Context: an optimization exercise on an open-source flow, tuned for small area. The choices shown serve that exercise and are no tape-out recipe.
In this exercise RTL edits were held to simulation tests only and were not proved equivalent to the original.
Power is estimated from default activity; no workload was simulated.

## flow/design.v

```verilog
`timescale 1ns / 1ps
module SDI_Delay_NB6L295(
    input [10:0]        In_1, In_2, In_3, In_4, In_5, In_6, In_7, In_8,   
    input               Clk,
    input               Reset,
    output reg          [7:0] EN,  
    output reg          SDIN,  
    output reg          SLOAD,  
    output              SCLK  
    );
    reg                 start_clk;
    assign SCLK = start_clk;  
    reg                 phase;      
    reg [21:0]          In_1_reg, In_2_reg, In_3_reg, In_4_reg, In_5_reg, In_6_reg, In_7_reg, In_8_reg;  
    reg [7:0]           select;  
    parameter           DATA_SHIFT_WIDTH = 11;  
    reg [4:0]           clk_cnt;
    reg [DATA_SHIFT_WIDTH-1:0]  Data_reg;   
    reg                  start;  
    reg                  dataSent;  
    parameter            dly = 1;  
    reg                  delayReady;
    parameter RESET		= 3'd0;
    parameter IDLE      = 3'd1;
    parameter LOAD      = 3'd2;
    parameter SHIFT     = 3'd3;
    parameter END       = 3'd4;    
    reg [2:0] STATE;  
    wire                 fsm_idle = (STATE == RESET) | (STATE == IDLE);
    always @ (posedge Clk)
    begin   
        if (select == 'd0)     delayReady <= 'b1;
        else                   delayReady <= 'b0;   
    end
    always @ (posedge Clk)
        begin
            if (Reset)
                begin
                    In_1_reg         <= 'd0;
                    In_2_reg         <= 'd0;
                    In_3_reg         <= 'd0;
                    In_4_reg         <= 'd0;
                    In_5_reg         <= 'd0;
                    In_6_reg         <= 'd0;
                    In_7_reg         <= 'd0;
                    In_8_reg         <= 'd0; 
                    Data_reg         <= 'd0;
                    select           <= 'd0;
                    start            <= 1'b0;;                 
                    EN               <= 8'b11111111;
                end
            else
                begin
                     if (~start & delayReady & (select == 8'd0))
                        begin  
                                select[7]    <= In_1_reg != In_1;
                                select[6]    <= In_2_reg != In_2;  
                                select[5]    <= In_3_reg != In_3;
                                select[4]    <= In_4_reg != In_4;
                                select[3]    <= In_5_reg != In_5;
                                select[2]    <= In_6_reg != In_6;
                                select[1]    <= In_7_reg != In_7;
                                select[0]    <= In_8_reg != In_8;
                          end
                      else
                         begin
                            if (clk_cnt == 4'd12 & ~start_clk)  
                                    start                 <= 1'b0;
                                else
                                    start                 <= 1'b1;
                          end                    
                        casex (select)
                            8'b1???????: 
                               begin 
                                 if (~dataSent)
                                   begin
                                        if (fsm_idle) In_1_reg            <= In_1;
                                        if (fsm_idle) Data_reg            <= In_1;
                                        EN                  <= 8'b01111111;
                                        start               <= 1'b1;
                                        end
                                   else 
                                     begin
                                        start               <= 1'b0;
                                        select[7]           <= 1'b0;
                                     end
                                end
                            8'b01??????: 
                                begin 
                                 if (~dataSent)
                                   begin
                                        if (fsm_idle) In_2_reg             <= In_2;
                                        if (fsm_idle) Data_reg             <= In_2;
                                        EN                   <= 8'b10111111;
                                        start                <= 1'b1;
                                    end
                                  else 
                                    begin
                                        select[6]            <= 1'b0;
                                        start                <= 1'b0;
                                    end
                                end
                            8'b001?????: 
                                begin 
                                if (~dataSent)
                                   begin
                                       if (fsm_idle) In_3_reg              <= In_3;
                                       if (fsm_idle) Data_reg              <= In_3;
                                       EN                    <= 8'b11011111;
                                       start                 <= 1'b1;                                      
                                   end
                                 else 
                                        begin
                                           select[5]         <= 1'b0;
                                           start             <= 1'b0;
                                         end
                                end
                            8'b0001????: 
                                begin 
                                if (~dataSent)
                                   begin
                                       if (fsm_idle) In_4_reg              <= In_4;
                                       if (fsm_idle) Data_reg              <= In_4;
                                       EN                    <= 8'b11101111;
                                       start                 <= 1'b1;
                                   end
                                 else 
                                        begin
                                           select[4]         <= 1'b0;
                                           start             <= 1'b0;
                                         end
                                end
                            8'b00001???: 
                                begin 
                                if (~dataSent)
                                    begin
                                       if (fsm_idle) In_5_reg              <= In_5;
                                       if (fsm_idle) Data_reg              <= In_5;
                                       EN                    <= 8'b11110111;
                                       start                 <= 1'b1;
                                    end
                                 else 
                                        begin
                                           select[3]         <= 1'b0;
                                           start             <= 1'b0;
                                         end
                                end
                            8'b000001??: 
                                begin
                                if (~dataSent)
                                    begin 
                                       if (fsm_idle) In_6_reg              <= In_6;
                                       if (fsm_idle) Data_reg              <= In_6;
                                       EN                    <= 8'b11111011;
                                       start                 <= 1'b1;
                                    end
                                 else 
                                        begin
                                           select[2]         <= 1'b0;
                                           start             <= 1'b0;
                                         end
                                end
                            8'b0000001?: 
                                begin 
                                 if (~dataSent)
                                    begin
                                       if (fsm_idle) In_7_reg              <= In_7;
                                       if (fsm_idle) Data_reg              <= In_7;
                                       EN                    <= 8'b11111101;
                                       start                 <= 1'b1;
                                    end
                                  else 
                                        begin
                                           select[1]         <= 1'b0;
                                           start             <= 1'b0;
                                         end
                                end
                            8'b00000001: 
                                begin 
                                 if (~dataSent)
                                    begin
                                       if (fsm_idle) In_8_reg              <= In_8;
                                       if (fsm_idle) Data_reg              <= In_8;
                                       EN                    <= 8'b11111110;
                                       start                 <= 1'b1;
                                    end
                                   else 
                                        begin
                                           select[0]         <= 1'b0;
                                           start             <= 1'b0;
                                         end
                                end
                            default: 
                                begin
                                    EN                       <= 8'b11111111;
                                    start                    <= 1'b0;
                                end
                        endcase
                    end 
          end        
        reg [DATA_SHIFT_WIDTH-1:0]	tmp;
        always @ (posedge Clk)
        begin
            if (Reset)
                begin
                    STATE         <= RESET;
                    tmp           <= 'd0;
                    dataSent      <= 1'b0;
                    start_clk     <= 1'b0;
                    SLOAD         <= 1'b0;  
                    clk_cnt       <= 1'b0; 
                    SDIN          <= 1'b0;
                    phase         <= 1'b0;
                end
            else
                begin
                    case (STATE)
                        RESET:
                            begin
                                if (Reset)
                                    STATE    <= RESET;
                                else
                                    STATE    <= IDLE;
                            end  
                        IDLE:
                           begin
                                SDIN         <= 1'b0;
                                clk_cnt      <= 5'd0;
                                dataSent     <= 1'b0;
                                SLOAD        <= 1'b0;
                                phase        <= 1'b0;
                                if (start & ~dataSent)
                                    STATE    <= LOAD;
                                else
                                    STATE    <= IDLE;
                            end  
                        LOAD:
                            begin
                                tmp          <= Data_reg;
                                STATE        <= SHIFT;
                            end  
                        SHIFT:
                            begin
                                if (clk_cnt < 4'd12)  
                                    begin
                                        phase           <= ~phase;
                                        if (~phase)
                                            begin
                                                start_clk       <= 1'b0;
                                                tmp             <= {tmp[DATA_SHIFT_WIDTH-2:0], 1'b0}; 
                                                SDIN            <= tmp[DATA_SHIFT_WIDTH-1];
                                            end
                                        else
                                            begin
                                                start_clk       <= 1'b1;
                                                clk_cnt         <= clk_cnt +1;                                       
                                            end
                                    end    
                                else
                                     begin
                                         SLOAD          <= 1'b1;
                                         clk_cnt		   <= clk_cnt;
                                         start_clk      <= 1'b0;
                                         STATE          <= END;
                                         SDIN           <= 1'b0;
                                     end
                              end  
                        END:
                            begin
                                SLOAD            <= 1'b0;
                                start_clk        <= 1'b0;
                                dataSent         <= 1'b1;
                                clk_cnt		     <= clk_cnt;
                                SDIN             <= 1'b0;   
                                STATE            <= IDLE;
                            end  
                        default:
                            STATE    <= RESET;
                    endcase
                end    
        end     
endmodule
```

## flow/run.sh

```bash
#!/bin/bash
# synth_recipe.tcl (not shown) runs the flow's synth.tcl, then flattens the netlist and writes it again
# the make line also repeats each setting of config.mk as NAME=value (left out here)
make -C /OpenROAD-flow-scripts/flow DESIGN_CONFIG=/design/flow/config.mk WORK_HOME=/design/flow/orfs CLKGATE_MAP_FILE= SYNTH_SCRIPT=/design/flow/synth_recipe.tcl finish
```

## flow/config.mk

```make
export PLATFORM = sky130hd
export DESIGN_NAME = SDI_Delay_NB6L295
export DESIGN_NICKNAME = SDI_Delay_NB6L295
export VERILOG_FILES = /design/flow/design.v
export SDC_FILE = /design/flow/constraint.sdc
export NUM_CORES = 4
export LEC_CHECK = 0
export CAP_MARGIN = 20
export CORE_MARGIN = 2
export CORE_UTILIZATION = 40
export PLACE_DENSITY = 0.6
export SLEW_MARGIN = 20
```

## flow/constraint.sdc

```tcl
create_clock -name core_clock -period 5.0 [get_ports {Clk}]
set_input_delay 1.0000 -clock core_clock [delete_from_list [all_inputs] [get_ports {Clk}]]
set_output_delay 1.0000 -clock core_clock [all_outputs]
set_load 0.01 [all_outputs]
```

==> qor.yml, run 1 <==
clk_latency_ns: 0.43
hold-worst-slack_ns: 0.465
grtUsageTotal: 0.219
core_region_area_sq_um: 17200
cp_max_fo: 31
cts_resized: 0
cp-start-kind: "register"
yosysMostFrequentCell: "dfxtp_1"
cap_viol_max_count: 0
finalMaxSlewViolations: 0
clkTransAtPathRegs_ns: 0.06
grt_pass1_wl_mm: 31.0
cts_hold_buf: 0
io_buffers: 100
place_inst: 1101
route.detailed.drc: 0
clockPowerShare: 0.255
skew_ns: 0.00512
synth_common_cells: "dfxtp_1, nand2_1, a21oi_1"
synth-main-ff-cell: "dfxtp_1"
overflow: 0
intPower_mw: 2.89
rsz0062_at_grt: "no"
fp.dieW_um: 136
syn_nets: 919
rows: 48
worstSetupPathType: "reg2reg"
period_minus_slack_ns: 2.48
final_nets: 986
dieArea_sq_um: 18500
grt_pass1_vias: 5735
p_sw_frac: 0.398
crit_buf_inv: 0
power.switching_mw: 1.91
htree_levels: 4
grt_max_degree: 69
start_util: 0.406
pwr-share-seq: 0.347
power.density_nw_per_um2: 555
drt_iter0_markers: 442
finalHoldViolations: 0
dpl_cell_area_sq_um: 8090
antennaDiodeCount: 0
drive_gt1_frac: 0.0518
viasPerCell: 5.43
crit_required_ns: 5.34
yosysSeqAreaShare: 0.405
synth_edf_count: 0
netlist_instances: 828
cpPeakStageDelay_ns: 0.75
cts_max_path_buffers: 2
fmax_ghz: 0.404
synthArstFlopShare: 0
die_h_um: 136
ir_worst_vdd_uv: 297
stdcell_area_sq_um: 8660
setup_viol: 0
clock_sinks: 141
place.gp.congestion: 0.830
cpMaxStageDelayCell: "or4_1"
synth-seq-cells: 141
p_leak_nw: 3.24
detail-route-antenna-nets: 0
reg2reg_setup_slack_ns: 2.52
fin_setup_tns_ns: 0
via_count: 6155
outcome: "timing/DRC/antenna clean"
syn_to_final_growth_pct: 24.2
dpl.hpwl_mm: 14.1
critPathArrivalTime_ns: 2.82
root_buffer: "clkbuf_16"
fin_cells: 1133
cts_tree: "done"
post-cts-setup-buffers: 0
cp_top_family: "simple AND/OR/NAND/NOR gates"
fin_crit_sh: 0.495
numCtsBuffers: 17
synth_area_leader_cell: "dfxtp_1"
synthesis.area_sq_um: 6970
worstSetupEndpointType: "register"
wl_per_cell_um: 17.3
routed_wl_mm: 19.7
slew_headroom: 0.392
min_path_type: "reg2reg"
synth_area_leaders: "dfxtp_1, mux2i_1, xnor2_1"
antenna_found_initial: 0
power.total_mw: 4.80
yosysWarnings: 1
synth_top_area_share: 0.405
avgSynthCellArea_sq_um: 8.42
pin_count: 101
worst_slew_pin_slew_ns: 0.911
drt_pass1_iterations: 5
p_comb_frac: 0.398
yosys.cell_types.count: 50
cp_cell_sequence: "or4_1, nor4_4, o22ai_1, a211oi_1"
## per-layer routing
metal / share of wire / GRT usage / routed length [um]
met3: 0.043 / 0.0336 / 850
met1: 0.47 / 0.297 / 9250
met2: 0.46 / 0.351 / 9100
met4: 0.023 / 0.0851 / 454
met5: 0 / 0 / 0
## cells in the final DEF (no fill, tap or decap), types with 2 or more instances in the layout
| cell type | count |
|---|---|
| nand2b_1 | 4 |
| or3_1 | 2 |
| dfxtp_1 | 141 |
| a21o_1 | 2 |
| clkbuf_16 | 17 |
| inv_1 | 9 |
| a211oi_1 | 12 |
| clkinv_2 | 4 |
| nand3_1 | 21 |
| o22ai_1 | 5 |
| o211ai_1 | 10 |
| xor2_1 | 23 |
| a31oi_1 | 2 |
| nand4_1 | 14 |
| and3_1 | 3 |
| nor2_1 | 68 |
| or4_1 | 4 |
| clkbuf_1 | 4 |
| and2_1 | 6 |
| a221oi_1 | 11 |
| nor3_1 | 17 |
| nor4bb_1 | 2 |
| o21ai_0 | 26 |
| clkbuf_8 | 5 |
| a22oi_1 | 3 |
| a32oi_1 | 11 |
| nand2_1 | 112 |
| mux2i_1 | 57 |
| clkdlybuf4s50_1 | 99 |
| xnor2_1 | 65 |
| a21oi_1 | 82 |
| nor4_1 | 9 |
| nor2b_1 | 3 |
| buf_4 | 11 |
| nand3b_1 | 14 |
| o2111ai_1 | 9 |
## worst register-to-register path: stages, from the launching register on
cell and delay, ns:
dfxtp_1 0.60, or4_1 0.75, nor4_4 0.64, o22ai_1 0.16, a211oi_1 0.24
## final timing paths
path / startpoint / end / cells after the start
max: select[6] / select[6] / 4
min: In_1_reg[5] / In_1_reg[5] / 2
max reg2reg: select[6] / select[6] / 4
min reg2reg: In_1_reg[5] / In_1_reg[5] / 2
## final cells by class
| type | count | area (sq um) |
|---|---|---|
| Timing Repair Buffer | 110 | 1070 |
| Tap cell | 225 | 282 |
| Fill cell | 1720 | 8520 |
| Inverter | 9 | 33.8 |
| Clock inverter | 6 | 57.6 |
| Multi-Input combinational cell | 616 | 3880 |
| Clock buffer | 26 | 509 |
| Sequential cell | 141 | 2820 |
## stage by stage
step | utilization | setup WS [ns]
2_1_floorplan | - | 2.63
3_3_place_gp | 0.471 | 2.26
3_5_place_dp | 0.471 | 2.24
4_1_cts | 0.504 | 2.51
5_1_grt | 0.504 | 2.26
6_report | 0.504 | 2.52
## power groups by stage
| stage | combinational, mW | clock (mW) | sequential (mW) |
|---|---|---|---|
| floorplan | 1.48 | 0 | 1.51 |
| global placement | 1.89 | 0 | 1.67 |
| detailed placement | 1.89 | 0 | 1.68 |
| CTS | 1.91 | 1.25 | 1.66 |
| global route | 2.10 | 1.29 | 1.71 |
| finish | 1.91 | 1.22 | 1.67 |
## cells by family (layout without fill, tap and decap cells)
logic type,count (synthesis),in the layout,synth area share
buffers and inverters,71,151,0.0411
AND/OR/NAND/NOR,286,286,0.192
multiplexers,57,57,0.0818
flip-flops,141,141,0.405
AO/OA/AOI/OAI,184,184,0.167
adder cells (fa/ha/maj),1,1,0.00179
XOR/XNOR,88,88,0.111
==> run 2, diff against run 1 <==
==> flow/design.v (replaced) <==
`timescale 1ns / 1ps
module SDI_Delay_NB6L295(
    input [10:0]        In_1, In_2, In_3, In_4, In_5, In_6, In_7, In_8,
    input               Clk,
    input               Reset,
    output [7:0]        EN,       
    output reg          SDIN,     
    output reg          SLOAD,    
    output              SCLK      
    );
    reg                 start_clk;
    assign SCLK = start_clk;
    reg [10:0]          In_1_reg, In_2_reg, In_3_reg, In_4_reg, In_5_reg, In_6_reg, In_7_reg, In_8_reg;
    reg [7:0]           select;   
    reg [4:0]           cnt;
    wire idle    = (cnt == 5'd25);
    wire c24     = (cnt == 5'd24);
    wire c23     = (cnt == 5'd23);
    wire last    = (cnt == 5'd26);
    wire [7:0] cur;
    assign cur[7] = select[7];
    assign cur[6] = select[6] & ~select[7];
    assign cur[5] = select[5] & ~|select[7:6];
    assign cur[4] = select[4] & ~|select[7:5];
    assign cur[3] = select[3] & ~|select[7:4];
    assign cur[2] = select[2] & ~|select[7:3];
    assign cur[1] = select[1] & ~|select[7:2];
    assign cur[0] = select[0] & ~|select[7:1];
    wire [7:0] rest = select & ~cur;
    assign EN = (idle | c24) ? 8'hFF : ~cur;
    wire [7:0] diff;
    assign diff[7] = In_1_reg != In_1;
    assign diff[6] = In_2_reg != In_2;
    assign diff[5] = In_3_reg != In_3;
    assign diff[4] = In_4_reg != In_4;
    assign diff[3] = In_5_reg != In_5;
    assign diff[2] = In_6_reg != In_6;
    assign diff[1] = In_7_reg != In_7;
    assign diff[0] = In_8_reg != In_8;
    wire [10:0] word = ({11{cur[7]}} & In_1_reg) | ({11{cur[6]}} & In_2_reg)
                     | ({11{cur[5]}} & In_3_reg) | ({11{cur[4]}} & In_4_reg)
                     | ({11{cur[3]}} & In_5_reg) | ({11{cur[2]}} & In_6_reg)
                     | ({11{cur[1]}} & In_7_reg) | ({11{cur[0]}} & In_8_reg);
    wire [15:0] bits = {5'd0, word};
    always @(posedge Clk) begin
        if (Reset) begin
            In_1_reg <= 11'd0;
            In_2_reg <= 11'd0;
            In_3_reg <= 11'd0;
            In_4_reg <= 11'd0;
            In_5_reg <= 11'd0;
            In_6_reg <= 11'd0;
            In_7_reg <= 11'd0;
            In_8_reg <= 11'd0;
        end else if (c23) begin
            if (cur[7]) In_1_reg <= In_1;
            if (cur[6]) In_2_reg <= In_2;
            if (cur[5]) In_3_reg <= In_3;
            if (cur[4]) In_4_reg <= In_4;
            if (cur[3]) In_5_reg <= In_5;
            if (cur[2]) In_6_reg <= In_6;
            if (cur[1]) In_7_reg <= In_7;
            if (cur[0]) In_8_reg <= In_8;
        end
    end
    always @(posedge Clk) begin
        if (Reset) begin
            select    <= 8'd0;
            cnt       <= 5'd25;
            SDIN      <= 1'b0;
            start_clk <= 1'b0;
            SLOAD     <= 1'b0;
        end else begin
            if (idle)
                select <= diff;
            else if (last)
                select <= rest;
            if (idle & ~|diff)
                cnt <= 5'd25;
            else if (last & |rest)
                cnt <= 5'd23;
            else
                cnt <= cnt - 5'd1;
            SDIN      <= bits[cnt[4:1]];
            start_clk <= ~cnt[0] & ((cnt <= 5'd20) | (cnt == 5'd30));
            SLOAD     <= (cnt == 5'd29);
        end
    end
endmodule
==> run 2 against run 1 <==
  * Still clean on timing, DRC and antenna
  * Cell area is 19% lower
  * Worst hold slack improved by 0.028 ns
  * Die area is 18% lower
  * Via count down 17%
  * Critical endpoint is now EN[0]
==> qor.yml, run 2 <==
fin_setup_tns_ns: 0  # unchanged
die_h_um: 123  # -9.6%
yosysSeqAreaShare: 0.368  # -0.0371
use_met1: 0.317  # +0.0197
cts_hold_buf: 0  # unchanged
netlist_instances: 699  # -16%
htree_levels: 3  # -1
ir_worst_vdd_uv: 186  # -37%
finalHoldViolations: 0  # unchanged
yosysMostFrequentCell: "nand2_1"
cp_max_fo: 14  # -55%
worst_slew_pin_slew_ns: 0.960  # +0.0495 ns
synth_common_cells: "nand2_1, dfxtp_1, xor2_1"
setup_viol: 0  # unchanged
place.gp.congestion: 0.871  # +5.0%
use_met2: 0.351  # about the same
viasPerCell: 5.38  # -1.0%
cts_tree: "done"
critPathArrivalTime_ns: 2.98  # +0.16 ns
synth_edf_count: 0  # unchanged
synth-main-ff-cell: "dfxtp_1"
grtUsageMet3: 0.0512  # +0.0176
io_buffers: 100  # unchanged
antennaDiodeCount: 0  # unchanged
skew_ns: 0.00687  # +0.00174 ns
synth-seq-cells: 104  # -26%
synth_top_area_share: 0.368  # -0.0371
clkTransAtPathRegs_ns: 0.08  # +0.02 ns
antenna_found_initial: 0  # unchanged
route.detailed.drc: 0  # unchanged
start_util: 0.409  # +0.00358
rows: 43  # -10%
numCtsBuffers: 9  # -8
dpl.hpwl_mm: 12.4  # -12%
root_buffer: "clkbuf_16"
yosysWarnings: 1  # unchanged
final_cell_mix: "nand2_1, dfxtp_1, clkdlybuf4s50_1, xor2_1, a21oi_1"
synth_area_leaders: "dfxtp_1, xor2_1, nand2_1"
min_path_type: "reg2reg"
overflow: 0  # unchanged
hold_path_depth: 2  # unchanged
clk_latency_ns: 0.36  # -0.07 ns
cp-start-kind: "register"
wl_per_cell_um: 17.3  # -0.17%
synth_area_leader_cell: "dfxtp_1"
dieArea_sq_um: 15100  # -18%
rsz0062_at_grt: "no"
core_region_area_sq_um: 13800  # -20%
rr_worst_depth: 5  # +1
worstSetupEndpointType: "output pin"
routed_wl_mm: 16.5  # -16%
cts_max_path_buffers: 2  # unchanged
pin_count: 101  # unchanged
drt_iter0_markers: 482  # +9.0%
cts_resized: 0  # unchanged
cap_viol_max_count: 0  # unchanged
detail-route-antenna-nets: 0  # unchanged
layout_commonest_cell: "nand2_1"
syn_to_final_growth_pct: 24.5
syn_nets: 794  # -14%
slew_headroom: 0.356  # -0.0365
reg2reg_setup_slack_ns: 1.96  # -0.56 ns
fmax_ghz: 0.251  # -38%
power.density_nw_per_um2: 313  # -44%
grt_max_degree: 39  # -43%
grt_pass1_vias: 4861  # -15%
fp.dieW_um: 123  # -9.6%
gr-max-usage-layer: "met2"
yosys.cell_types.count: 49  # -2.0%
p_leak_nw: 2.63  # -19%
drive_gt1_frac: 0.0336  # -0.0182
fin_crit_sh: 0.796  # +0.301
period_minus_slack_ns: 3.98  # +1.50 ns
via_count: 5129  # -17%
avgSynthCellArea_sq_um: 8.10  # -3.8%
whs_endpoint: "In_1_reg[2]"
outcome: "timing/DRC/antenna clean"
crit_required_ns: 4.00  # -1.34 ns
drt_pass1_iterations: 5  # unchanged
final_nets: 864  # -12%
post-cts-setup-buffers: 0  # unchanged
grt_pass1_wl_mm: 25.9  # -17%
stdcell_area_sq_um: 7050  # -19%
holdCritStartpoint: "In_1_reg[2]"
r2r_end: "In_7_reg[1]"
rr_startpoint: "select[6]"
worstSetupPathType: "reg2out"
final_util: 0.510  # +0.00556
grtUsageTotal: 0.224  # +0.00494
synthesis.area_sq_um: 5660  # -19%
clock_sinks: 104  # -26%
finalMaxSlewViolations: 0  # unchanged
dpl_cell_area_sq_um: 6730  # -17%
synthArstFlopShare: 0  # unchanged
run 2: cell types whose count changed after synthesis, sizes merged, moves of 13 or more:
cell / change
xnor2: -53
dfxtp: -37
nor2: -13
nand2: +22
a21oi: -18
xor2: +56
o21ai: -15
mux2i: -13
run 2: worst max-delay path: stages (launching register included):
cell and delay, ns:
dfxtp_1 0.64, inv_1 0.19, ha_1 0.26, o21ai_1 0.76, nand3_1 0.20, clkdlybuf4s50_1 0.55
run 2: worst max-delay path by stage:
stage	from	to	cells past startpoint	slack [ns]
floorplan	select[7]	EN[0]	6	2.36
global placement	cnt[1]	EN[0]	5	1.42
detailed placement	cnt[1]	EN[1]	5	1.46
CTS	cnt[1]	EN[1]	5	1.06
global route	cnt[1]	EN[1]	5	0.87
finish	cnt[1]	EN[0]	5	1.02
run 2: cells by family (layout without fill, tap and decap cells):
family,after synthesis,count (layout),share of synthesized area
adders and majority gates,7,7,0.0146
buffers and inverters,51,126,0.0378
muxes,44,44,0.0778
and+or+nand+nor,277,277,0.221
AOI/OAI and AO/OA,125,125,0.140
xor gates and xnor gates,91,91,0.141
DFF,104,104,0.368
run 2: cell type report:
| cell class | count | area (sq um) |
|---|---|---|
| tap | 180 | 225 |
| fill | 1318 | 6780 |
| inverter | 6 | 22.5 |
| sequential | 104 | 2080 |
| timing repair buffer | 104 | 1030 |
| multi-input combinational | 544 | 3380 |
| clock inverter | 7 | 88.8 |
| clock buffer | 9 | 225 |
run 2: through the flow:
stage                     setup WS [ns]  power, mW  hold WS, ns  instances
after global routing              0.866       2.31        0.511        954
final                              1.02       2.21        0.494        954
after global placement             1.42       1.46        0.473        938
after detailed placement           1.46       1.46        0.481        938
after floorplan                    2.36       1.25        0.425        699
after CTS                          1.06       2.21        0.490        954
run 2: metal layers:
metal,vias up,part of all wire
met1,2425,0.48
met5,-,0
met2,146,0.46
met3,7,0.058
li1,2551,-
met4,0,0.0093
run 2: report_power, final:
group / internal (mW) / switching, mW / total [mW]
combinational: 0.221 / 0.283 / 0.504
clock: 0.399 / 0.354 / 0.753
sequential: 0.858 / 0.0900 / 0.948

[port drivers added, routing unchanged]
Ports are ideal in the flow. The routed layouts listed here were re-timed in OpenROAD.
Step 1, drivers: a clkbuf_16 drives Clk and a buf_2 each remaining input, both assumed.
Step 2, shift: input delay + t, output delay - t, t = (earliest + latest rising clock arrival at the registers) / 2. This alone moves slack from input paths to output paths.
Three values: ideal ports, drivers, drivers and shift; two values: the first two.
run | t, ns | setup slack, ns | worst hold slack (ns) | latest minus earliest clock arrival (ns) | worst register clock-pin slew, ns
run 1 | 0.470 | 2.524 / 2.524 / 2.176 | 0.465 / 0.465 / 0.465 | 0.006 / 0.006 | 0.06 / 0.06
run 2 | 0.403 | 1.021 / 0.979 / 1.382 | 0.494 / 0.494 / 0.494 | 0.007 / 0.007 | 0.08 / 0.08
After both steps setup and hold are still met in every run listed. For run 1, which loses most, drivers alone change the setup slack by 0.000 ns; drivers and shift together by -0.348 ns.
